Source: an optimization exercise on an open RTL-to-GDS flow (aim: small area). Production flows keep margins and buffers that such runs may drop. Function was checked by simulation only, so behaviour that the tests miss may differ from the original. No activity file was given, so power comes from the tool's default toggle rates.

==> flow/design.v, too long to show whole: its modules and the start of the top module <==
// module Top: 48 lines
// module vgac: 45 lines
// module ground: 36 lines
// module ground_rom: 27 lines
// module cloud: 91 lines
// module cloud_rom: 86 lines
// module dinosaur: 66 lines
// module dino_rom: 180 lines
// module bird_cactus: 102 lines
// module obs_rom: 196 lines
// module gameover: 153 lines
// module night: 30 lines
// module ctrl: 50 lines
// module grade: 41 lines
// module speedup: 23 lines
// module Load_Gen: 13 lines
module Top(
    input clk,
    input rst,
    input key_jump,
    input key_low,
    input key_restart,
    output hs,
    output vs,
    output [3:0] r,
    output [3:0] g,
    output [3:0] b,
    output [15:0] score
  );
  // ...
==> flow/flow/run.sh <==
#!/bin/bash
# Own layout flow: the standard synthesis (unchanged), then only the
# combinational cells re-mapped for area with stronger ABC scripts (every
# register cell kept with its name and type; the smallest of the scripts'
# results is used), then the standard layout from the floorplan on.
# Each tool's output goes to a log file here.
set -euo pipefail
W=$(pwd)
bash standard.sh synth > "$W/log_1_standard_synth.txt" 2>&1
R="$W/orfs/results/$FLOW_PLATFORM/Top/base"
cp "$R/1_2_yosys.v" "$W/standard_1_2_yosys.v"
YOSYS="$FLOW_HOME/../tools/install/yosys/bin/yosys"
[ -x "$YOSYS" ] || YOSYS=yosys
LIB="$FLOW_HOME/platforms/$FLOW_PLATFORM/lib/sky130_fd_sc_hd__tt_025C_1v80.lib"
best=""; besta=""
for i in 1 2 3 4; do
  mkdir -p "$W/reabc$i"
  LIB="$LIB" IN="$W/standard_1_2_yosys.v" OUTDIR="$W/reabc$i" TOP="$FLOW_TOP" ABCSCRIPT="$W/flow/area$i.abc" \
    "$YOSYS" -c "$W/flow/reabc.tcl" > "$W/log_2_reabc$i.txt" 2>&1 &
done
wait || true
for i in 1 2 3 4; do
  f="$W/reabc$i/reabc.v"
  [ -s "$f" ] || continue
  if LIB="$LIB" IN="$f" TOP="$FLOW_TOP" "$YOSYS" -c "$W/flow/check.tcl" > "$W/log_2b_check$i.txt" 2>&1; then
    a=$(awk '/Chip area for module/ {print $NF}' "$W/reabc$i/reabc_stat.txt")
    echo "script $i area $a" >> "$W/log_2c_choice.txt"
    if [ -z "$besta" ] || awk -v a="$a" -v b="$besta" 'BEGIN {exit !(a < b)}'; then best=$f; besta=$a; fi
  fi
done
if [ -z "$best" ]; then best="$W/standard_1_2_yosys.v"; fi
echo "chosen $best" >> "$W/log_2c_choice.txt"
cp "$best" "$R/1_2_yosys.v"
touch "$R/1_2_yosys.v"
# ports get the smallest buffer instead of clkdlybuf4s50_1
bash standard.sh finish "BUFFER_PORTS_ARGS=-buffer_cell sky130_fd_sc_hd__buf_1" > "$W/log_3_layout.txt" 2>&1
==> flow/flow/area1.abc <==
strash; &get -n; &deepsyn -T 300 -S 1; &put; dch -f; amap; topo
==> flow/flow/area2.abc <==
strash; &get -n; &deepsyn -T 300 -S 2; &put; dch -f; amap; topo
==> flow/flow/area3.abc <==
strash; &get -n; &deepsyn -T 300 -S 3 -o; &put; dch -f; amap; topo
==> flow/flow/area4.abc <==
strash; &get -n; &deepsyn -T 300 -S 4; &put; dch -f; amap; topo
==> flow/flow/check.tcl <==
# Fresh read of the re-mapped netlist: every cell a library cell, nothing undriven.
yosys -import
read_liberty -lib $::env(LIB)
read_verilog $::env(IN)
hierarchy -top $::env(TOP)
check -assert -mapped
==> flow/flow/reabc.tcl <==
# Re-map the combinational logic of the standard synthesis netlist for area.
# Register cells (and tie cells) are kept as they are, with their names.
yosys -import
set lib $::env(LIB)
read_liberty -ignore_miss_func $lib
read_verilog -defer $::env(IN)
hierarchy -top $::env(TOP)
blackbox sky130_fd_sc_hd__df* sky130_fd_sc_hd__edf* sky130_fd_sc_hd__sdf* sky130_fd_sc_hd__dl* sky130_fd_sc_hd__conb_1
flatten
yosys rename -hide w:*.*
opt_clean -purge
tee -o $::env(OUTDIR)/reabc_pre_stat.txt stat
abc -script $::env(ABCSCRIPT) -liberty $lib -dont_use sky130_fd_sc_hd__probe_p_8 -dont_use sky130_fd_sc_hd__probec_p_8 -dont_use sky130_fd_sc_hd__lpflow_*
opt_clean -purge
hilomap -singleton -hicell sky130_fd_sc_hd__conb_1 HI -locell sky130_fd_sc_hd__conb_1 LO
splitnets
opt_clean -purge
insbuf -buf sky130_fd_sc_hd__buf_1 A X

tee -o $::env(OUTDIR)/reabc_stat.txt stat -liberty $lib
write_verilog -noattr -nohex -nodec $::env(OUTDIR)/reabc.v
==> flow/standard.sh <==
#!/bin/bash
# synth_recipe.tcl (not shown) runs the flow's synth.tcl, then flattens the netlist and writes it again
# the make line also repeats each setting of config.mk as NAME=value (left out here)
make -C /OpenROAD-flow-scripts/flow DESIGN_CONFIG=/design/flow/config.mk WORK_HOME=/design/flow/orfs CLKGATE_MAP_FILE= SYNTH_SCRIPT=/design/flow/synth_recipe.tcl "${@:-finish}"
==> flow/config.mk <==
export PLATFORM = sky130hd
export DESIGN_NAME = Top
export DESIGN_NICKNAME = Top
export VERILOG_FILES = /design/flow/design.v
export SDC_FILE = /design/flow/constraint.sdc
export NUM_CORES = 4
export LEC_CHECK = 0
export ABC_AREA = 1
export CAP_MARGIN = 20
export CORE_MARGIN = 2
export CORE_UTILIZATION = 40
export CTS_BUF_LIST = sky130_fd_sc_hd__clkbuf_4 sky130_fd_sc_hd__clkbuf_8
export GPL_TIMING_DRIVEN = 0
export SLEW_MARGIN = 20
export SYNTH_MEMORY_MAX_BITS = 131072
==> flow/constraint.sdc <==
create_clock -name core_clock -period 25.0 [get_ports {clk}]
set_input_delay 5.0000 -clock core_clock [delete_from_list [all_inputs] [get_ports {clk}]]
set_output_delay 5.0000 -clock core_clock [all_outputs]
set_load 0.01 [all_outputs]
==> impl_results.md, run 1 <==
- Status: no timing/DRC/antenna violations
- Post-CTS Setup Repair Bufs: 0
- Clock network fraction of design power: 0.155
- WP data arrival: 15.80 ns
- Nonclk buf count: 76
- Slowest CP cell: o21ai_0
- Worst Max-Slew Pin Slew: 1.301 ns
- Hold depth: 1
- Cells after synthesis: 5115
- Pleak: 11.48 nW
- Comb group: 2.69 mW
- Sequential cell area share: 0.2200
- Met3 Usage GRT: 0.1414
- Layout cells sized above 1: 0.04131
- Setup_tns: 0 ns
- Number of global-route vias before repair: 38410
- Non-clock inverter count: 694
- DR WL met3: 23.37 mm
- Internal power: 1.874 mW
- Mapped Area: 0.03122 mm²
- CTS Buffer Depth: 3
- DRT iter0 DRCs: 6412
- DR top layer: met5
- Multi-input logic portion of the cell area: 0.6065
- Clock buf count: 97
- Unrepaired setup endpoints after global routing: no
- IO Pins: 35
- Fillers: 8426
- Slew Limit Fails: 0
- Number of port buffers: 34
- Final WS setup: 9.697 ns
- Most used routing layer: met2
- Met1 Use GR: 0.5179
- Syn_area_per_cell: 6.103 µm²
- Via/cell ratio: 6.673
- DRC: 0
- Buf+Inv Stages, Crit Path: 10
- Flop pwr share: 0.195
- Clock skew: 0.06211 ns
- WL final: 173.9 mm
- Gate power share: 0.651
- Global-route wire length before repair: 252.4 mm
- CP startpoint: cld.random[3]
- Syn-to-layout area delta: 11.56%
- Final hold vios: 0
==> run 2: changes to the inputs <==
--- a/flow/config.mk
+++ b/flow/config.mk
@@ -9,7 +9,6 @@
 export CAP_MARGIN = 20
 export CORE_MARGIN = 2
 export CORE_UTILIZATION = 40
-export CTS_BUF_LIST = sky130_fd_sc_hd__clkbuf_4 sky130_fd_sc_hd__clkbuf_8
 export GPL_TIMING_DRIVEN = 0
 export SLEW_MARGIN = 20
 export SYNTH_MEMORY_MAX_BITS = 131072
==> run 2 against run 1 <==
  * Setup slack gained 0.012 ns
  * Register-to-register slack is essentially flat
  * Clock-buffer cell count is 44 lower
  * Highest routed layer unchanged
  * Synthesized cell count did not move
  * Critical path depth did not move
  * Largest power group unchanged
  * Global-route usage is 0.060 points higher
  * Critical path type unchanged
==> impl_results.md, run 2 <==
- Via/cell ratio: 6.690 (was 6.673)
- Post-CTS Resized: 0 (unchanged)
- Syn_area_per_cell: 6.103 µm² (unchanged)
- Cells after synthesis: 5115 (unchanged)
- Reg2Reg Setup Slack: 9.71 ns (was 9.70 ns)
- Syn-to-layout area delta: 11.57% (was 11.56%)
- PwrDens: 119.7 mW/mm² (was 118.7 mW/mm²)
- Startpoint types: flop (unchanged)
- Largest net degree at the start of global routing: 51 (unchanged)
- R2R depth: 64 (unchanged)
- Setup_tns: 0 ns (unchanged)
- Internal power: 1.899 mW (was 1.874 mW)
- Path type of the worst min-delay path: reg2reg (unchanged)
- CTS tree: yes (unchanged)
- Via count: 42190 (was 42350)
- # setup viols final: 0 (unchanged)
- Most used routing layer: met2 (unchanged)
- Number of port buffers: 34 (unchanged)
- WL per Instance: 27.63 µm (was 27.40 µm)
- Crit share post-route: 0.6117 (was 0.6121)
- Yosys warns: 16 (unchanged)
- F_max: 65.40 MHz (was 65.35 MHz)
- IR drop worst, VDD: 0.4861 mV (was 0.5214 mV)
- Post-CTS Setup Repair Bufs: 0 (unchanged)
- Final hold vios: 0 (unchanged)
- FF-to-FF End: cld.en1 (unchanged)
- Hold path endpoint: lg.Load_out (unchanged)
- H-tree depth: 2 (was 3)
- Clock skew: 0.04262 ns (was 0.06211 ns)
- Initial antenna violation count: 13 (was 11)
- Post-CTS Hold Buffers: 0 (unchanged)
- Core area: 0.07734 mm² (unchanged)
- Gate power share: 0.647 (was 0.651)
- GR Util met2: 0.6058 (about the same)
- CP Data Required Time: 25.45 ns (was 25.50 ns)
- Sw frac: 0.5445 (was 0.5465)
- RD Place Congestion: 1.140 (unchanged)
- Mapped Area: 0.03122 mm² (unchanged)
- Delay of the slowest critical-path stage: 0.99 ns (was 0.98 ns)
- Worst-path clk slew: 0.07 ns (was 0.06 ns)
- Pleak: 11.44 nW (was 11.48 nW)
- IO Pins: 35 (unchanged)
- Total clock sinks: 363 (unchanged)
- Total CTS buffers: 42 (was 66)
- Flop pwr share: 0.193 (was 0.195)
- Initial Util: 0.4036 (unchanged)
- WP data arrival: 15.74 ns (was 15.80 ns)
- Minimum clock period: 15.29 ns (was 15.30 ns)
- CP Class: reg2reg (unchanged)
- Hold depth: 1 (unchanged)
- Clock latency on the worst-skew pair: 0.61 ns (was 0.70 ns)
- Most frequent cells in the layout: nor2_1 (1337), clkinv_1 (686), nand2_1 (439) (was nor2_1 (1334), clkinv_1 (684), nand2_1 (439))
- Min-delay src: lg.old_btn (unchanged)
- Slowest CP cell: o21ai_0 (unchanged)
- Met1 Use GR: 0.5213 (was 0.5179)
- GRT overflow: 0 (unchanged)
- DRT iter0 DRCs: 6499 (was 6412)
- Slew Limit Fails: 0 (unchanged)
- Switching power: 2.269 mW (was 2.258 mW)
- Clock network fraction of design power: 0.160 (was 0.155)
- Syn_nets: 5120 (unchanged)
- CTS Buffer Depth: 3 (unchanged)
- Die span in y: 283.4 µm (unchanged)
- Layout cells sized above 1: 0.03288 (was 0.04131)
- Unrepaired setup endpoints after global routing: no (unchanged)
- Status: no timing/DRC/antenna violations (unchanged)
- Number of global-route vias before repair: 38400 (was 38410)
- Clock Tree Root: clkbuf_16 (was clkbuf_8)
- WL final: 174.2 mm (was 173.9 mm)
- FP Rows: 102 (unchanged)
- FF-to-FF Start: cld.random[3] (unchanged)
- DIE AREA: 0.08029 mm² (unchanged)
- DR pass1 iterations: 10 (was 11)
- Worst Max-Slew Pin Slew: 1.301 ns (about the same)
- Largest regs: bc.count x21, cld.cnt x21, gnd.cnt x21 (unchanged)
- Met3 Usage GRT: 0.1324 (was 0.1414)
- DRC: 0 (unchanged)
- Fin nets: 5233 (was 5256)
- ANT nets after route: 0 (unchanged)
- Slew margin rel.: 0.1295 (was 0.1327)
- Max-cap violations: 0 (unchanged)
- CP max FO: 18 (unchanged)
- HPWL after DPL: 125.3 mm (unchanged)
- Core Util, Final: 0.4503 (about the same)
- GRT Overall Usage: 0.4134 (was 0.4128)
- CP endpoint kind: flop (unchanged)
- Commonest non-fill, non-tap cell in the layout: nor2_1 (unchanged)
- Global-route wire length before repair: 253.0 mm (was 252.4 mm)
- Die W: 283.4 µm (unchanged)
[run 2: power by group through the flow]
stage	Clock [mW]	Combinational, mW	Sequential, mW
6_report	0.668	2.70	0.804
3_3_place_gp	0	2.56	0.814
2_1_floorplan	0	1.90	0.768
3_5_place_dp	0	2.57	0.810
5_1_grt	0.698	2.97	0.809
4_1_cts	0.674	2.58	0.798
[run 2: routing by layer]
layer | share of wire | vias to the layer above
met3 | 0.13 | 934
li1 | - | 18830
met4 | 0.082 | 20
met5 | 0.00096 | -
met2 | 0.40 | 3147
met1 | 0.38 | 19260
[run 2: worst max-delay path: cells and delay by family (launching register included)]
family,cells,cell delay [ns]
simple gates,27,4.35
xor+xnor,1,0.28
buf+inv,10,2.43
compound gates,26,7.39
flops,1,0.65
[run 2: layout make-up]
cell class,count,area (µm²)
fill,8423,42510
multi-input combinational,4050,21120
sequential,363,7660
inverter,694,2621
tap,1040,1301
clock buffer,53,1205
timing repair buffer,69,603.1
clock inverter,25,281.5
buffer,8,30.03
antenna,4,10.01
[run 2: through the flow]
stage          hold WS (ns)  instance area (µm²)  worst slack, ns  cells  power, mW
6_report             0.3830                34830            9.709   6306      4.168
5_1_grt              0.4215                34820            8.016   6302      4.475
4_1_cts              0.3863                34780            9.943   6300      4.054
3_5_place_dp         0.3769                33300            10.00   6222      3.379
3_3_place_gp         0.3698                32650            9.286   6189      3.372
2_1_floorplan        0.3673                31220            13.52   5115      2.668
[run 2: worst max-delay path by stage]
| stage | from | endpoint | slack, ns | depth (start not counted) |
|---|---|---|---|---|
| final | cld.random[3] | cld.en1 | 9.71 | 64 |
| after global routing | cld.random[3] | cld.en1 | 8.02 | 66 |
| after CTS | cld.random[3] | cld.en1 | 9.94 | 64 |
| after detailed placement | cld.random[3] | cld.en1 | 10.00 | 64 |
| after global placement | rst | bc.xw0[7] | 9.29 | 16 |
| after floorplan | cld.random[3] | cld.en1 | 13.52 | 67 |
==> run 3: changes to the inputs <==
--- a/flow/config.mk
+++ b/flow/config.mk
@@ -6,9 +6,10 @@
 export NUM_CORES = 4
 export LEC_CHECK = 0
 export ABC_AREA = 1
-export CAP_MARGIN = 20
+export CAP_MARGIN = 10
 export CORE_MARGIN = 2
 export CORE_UTILIZATION = 40
+export CTS_BUF_LIST = sky130_fd_sc_hd__clkbuf_4 sky130_fd_sc_hd__clkbuf_8
 export GPL_TIMING_DRIVEN = 0
-export SLEW_MARGIN = 20
+export SLEW_MARGIN = 10
 export SYNTH_MEMORY_MAX_BITS = 131072
==> run 3 against run 2 <==
  * Now fails the layout checks on max-capacitance violations
  * Setup slack got worse by 0.036 ns
  * Critical path depth unchanged
  * Synthesized area unchanged
  * Sequential power about the same
  * Die area did not move
  * Routed wire length is 0.81% lower
  * Core utilization about the same
  * Flip-flop and latch count unchanged
  * Register-to-register slack worse by 0.04 ns
  * Hold slack worse by 0.0021 ns
  * Largest power group unchanged
  * Highest routed layer unchanged
==> impl_results.md, run 3 <==
- FP Rows: 102 (unchanged)
- Final hold vios: 0 (unchanged)
- Number of global-route vias before repair: 38280 (was 38400)
- CP endpoint kind: flop (unchanged)
- CP max FO: 18 (unchanged)
- GRT overflow: 0 (unchanged)
- Clock latency on the worst-skew pair: 0.69 ns (was 0.61 ns)
- # setup viols final: 0 (unchanged)
- Slowest CP cell: o21ai_0 (unchanged)
- Max-cap violations: 1 (was 0)
- Crit share post-route: 0.6131 (was 0.6117)
- Mapped Area: 0.03122 mm² (unchanged)
- Total clock sinks: 363 (unchanged)
- Die W: 283.4 µm (unchanged)
- Slew Limit Fails: 0 (unchanged)
- Via/cell ratio: 6.666 (was 6.690)
- R2R depth: 64 (unchanged)
- Delay of the slowest critical-path stage: 1.00 ns (was 0.99 ns)
- Met3 Usage GRT: 0.1360 (was 0.1324)
- Slew margin rel.: 0.005444 (was 0.1295)
- Hold depth: 1 (unchanged)
- Fin nets: 5263 (was 5233)
- Most frequent cells in the layout: nor2_1 (1341), clkinv_1 (686), nand2_1 (439) (was nor2_1 (1337), clkinv_1 (686), nand2_1 (439))
- RD Place Congestion: 1.140 (unchanged)
- CTS Buffer Depth: 3 (unchanged)
- GRT Overall Usage: 0.4117 (was 0.4134)
- Worst-path clk slew: 0.05 ns (was 0.07 ns)
- Die span in y: 283.4 µm (unchanged)
- Area occupied by multi-input gates: 0.02106 mm² (was 0.02112 mm²)
- Post-CTS Setup Repair Bufs: 0 (unchanged)
- Setup_tns: 0 ns (unchanged)
- CP Data Required Time: 25.50 ns (was 25.45 ns)
- Largest regs: bc.count x21, cld.cnt x21, gnd.cnt x21 (unchanged)
- ANT nets after route: 0 (unchanged)
- Post-CTS Hold Buffers: 0 (unchanged)
- HPWL after DPL: 125.7 mm (was 125.3 mm)
- Initial antenna violation count: 12 (was 13)
- Pleak: 11.50 nW (was 11.44 nW)
- GR Util met2: 0.6063 (was 0.6058)
- Syn-to-layout area delta: 11.56% (was 11.57%)
- Most used routing layer: met2 (unchanged)
- DR pass1 iterations: 11 (was 10)
- Largest net degree at the start of global routing: 51 (unchanged)
- Yosys warns: 16 (unchanged)
- Post-CTS Resized: 0 (unchanged)
- Layout cells sized above 1: 0.03919 (was 0.03288)
- Core area: 0.07734 mm² (unchanged)
- Clock skew: 0.05389 ns (was 0.04262 ns)
- Status: complete, but fails checks (was no timing/DRC/antenna violations)
- Dpl cell area: 0.03334 mm² (was 0.03330 mm²)
- CP Class: reg2reg (unchanged)
- Violated checks: max-capacitance violations
- Clock Tree Root: clkbuf_8 (was clkbuf_16)
- F_max: 65.24 MHz (was 65.40 MHz)
- Startpoint types: flop (unchanged)
- Fin area: 0.03482 mm² (was 0.03483 mm²)
- Fillers: 8385 (was 8423)
- Global-route wire length before repair: 251.5 mm (was 253.0 mm)
- Cells after synthesis: 5115 (unchanged)
- WP data arrival: 15.83 ns (was 15.74 ns)
- WL per Instance: 27.19 µm (was 27.63 µm)
- H-tree depth: 3 (was 2)
- DRT iter0 DRCs: 6445 (was 6499)
- Met1 Use GR: 0.5204 (was 0.5213)
- Via count: 42360 (was 42190)
- Register area: 0.007652 mm² (was 0.007660 mm²)
- Total CTS buffers: 66 (was 42)
- Unrepaired setup endpoints after global routing: no (unchanged)
- DIE AREA: 0.08029 mm² (unchanged)
- Path type of the worst min-delay path: reg2reg (unchanged)
- Syn_area_per_cell: 6.103 µm² (unchanged)
- CTS tree: yes (unchanged)
- DRC: 0 (unchanged)
- PwrDens: 117.7 mW/mm² (was 119.7 mW/mm²)
- IR drop worst, VDD: 0.5380 mV (was 0.4861 mV)
- Minimum clock period: 15.33 ns (was 15.29 ns)
- Commonest non-fill, non-tap cell in the layout: nor2_1 (unchanged)
- Worst Max-Slew Pin Slew: 1.488 ns (was 1.301 ns)
- Initial Util: 0.4036 (unchanged)
- Syn_nets: 5120 (unchanged)
- Number of port buffers: 34 (unchanged)
- IO Pins: 35 (unchanged)
- WL final: 172.8 mm (was 174.2 mm)
run 3: cell types whose count changed in the layout (fill, tap and decap cells not counted), sizes merged:
| cell | delta |
|---|---|
| clkbuf | +48 |
| buf | +5 |
| clkinv | -4 |
| diode | +4 |
| bufinv | -3 |
| inv | -2 |
| clkinvlp | +1 |
run 3: final cells by class:
cell class,count,share of cell area
timing repair buffer,75,0.02080
clock buffer,100,0.03611
sequential,363,0.2197
multi-input combinational,4050,0.6049
inverter,694,0.07506
antenna,8,0.0005749
buffer,8,0.0008623
clock inverter,17,0.004599
tap,1040,0.03737
run 3: path summary, 6_finish.rpt:
kind / startpoint / endpoint / slack [ns]
worst max-delay path: cld.random[3] / cld.en1 / 9.67
worst min-delay path: lg.old_btn / lg.Load_out / 0.38
worst max register to register: cld.random[3] / cld.en1 / 9.67
worst min register to register: lg.old_btn / lg.Load_out / 0.38
run 3: report_power, final:
part	internal [mW]	leakage (nW)	switching (mW)
Sequential	0.701	3.00	0.100
Combinational	0.821	7.74	1.87
Clock	0.329	0.755	0.279
Total	1.85	11.5	2.25
run 3: routing by layer:
layer | wire length [µm] | share of wire | vias up
li1 | - | - | 18920
met1 | 67170 | 0.39 | 19330
met2 | 69630 | 0.40 | 3174
met3 | 22490 | 0.13 | 929
met4 | 13370 | 0.077 | 10
met5 | 152 | 0.00088 | -
run 3: worst max-delay path: cells and delay by family (launching register included):
kind | cells | cell delay (ns)
DFF | 1 | 0.63
xor gates and xnor gates | 1 | 0.27
and+or+nand+nor | 27 | 4.47
AOI/OAI and AO/OA | 26 | 7.37
buffers and inverters | 10 | 2.43
run 3: stage by stage:
| stage | total power [mW] | util | cells | hold WS (ns) | setup slack, ns |
|---|---|---|---|---|---|
| 2_1_floorplan | 2.668 | - | 5115 | 0.3673 | 13.52 |
| 3_3_place_gp | 3.372 | 0.4221 | 6189 | 0.3698 | 9.286 |
| 3_5_place_dp | 3.380 | 0.4311 | 6228 | 0.3754 | 10.09 |
| 4_1_cts | 4.003 | 0.4495 | 6345 | 0.3831 | 9.972 |
| 5_1_grt | 4.425 | 0.4500 | 6348 | 0.4001 | 8.063 |
| 6_report | 4.099 | 0.4503 | 6355 | 0.3809 | 9.672 |

-- re-timing with driven ports --
In the flow no input, the clock included, has a driving cell. The finished layouts below were timed again as built, in two steps. Step 1 (the two cells are an assumption about what drives the block):
set clk [get_ports {clk}]
set_driving_cell -lib_cell sky130_fd_sc_hd__clkbuf_16 $clk
set_driving_cell -lib_cell sky130_fd_sc_hd__buf_2 [delete_from_list [all_inputs] $clk]
Step 2 adds t to the input delays and takes it off the output delays; t is the mean of the earliest and latest rising clock arrival at the registers after step 1. Input paths then give back, and output paths get back, about the clock's delay inside the block. Three values: no drivers, after step 1, after step 2; two values: the first two.
run | t (ns) | setup slack, ns | latest minus earliest clock arrival (ns)
run 1 | 0.734 | 9.697 / 9.697 / 9.697 | 0.063 / 0.062
run 2 | 0.652 | 9.709 / 9.709 / 9.709 | 0.048 / 0.048
run 3 | 0.714 | 9.672 / 9.672 / 9.672 | 0.054 / 0.054
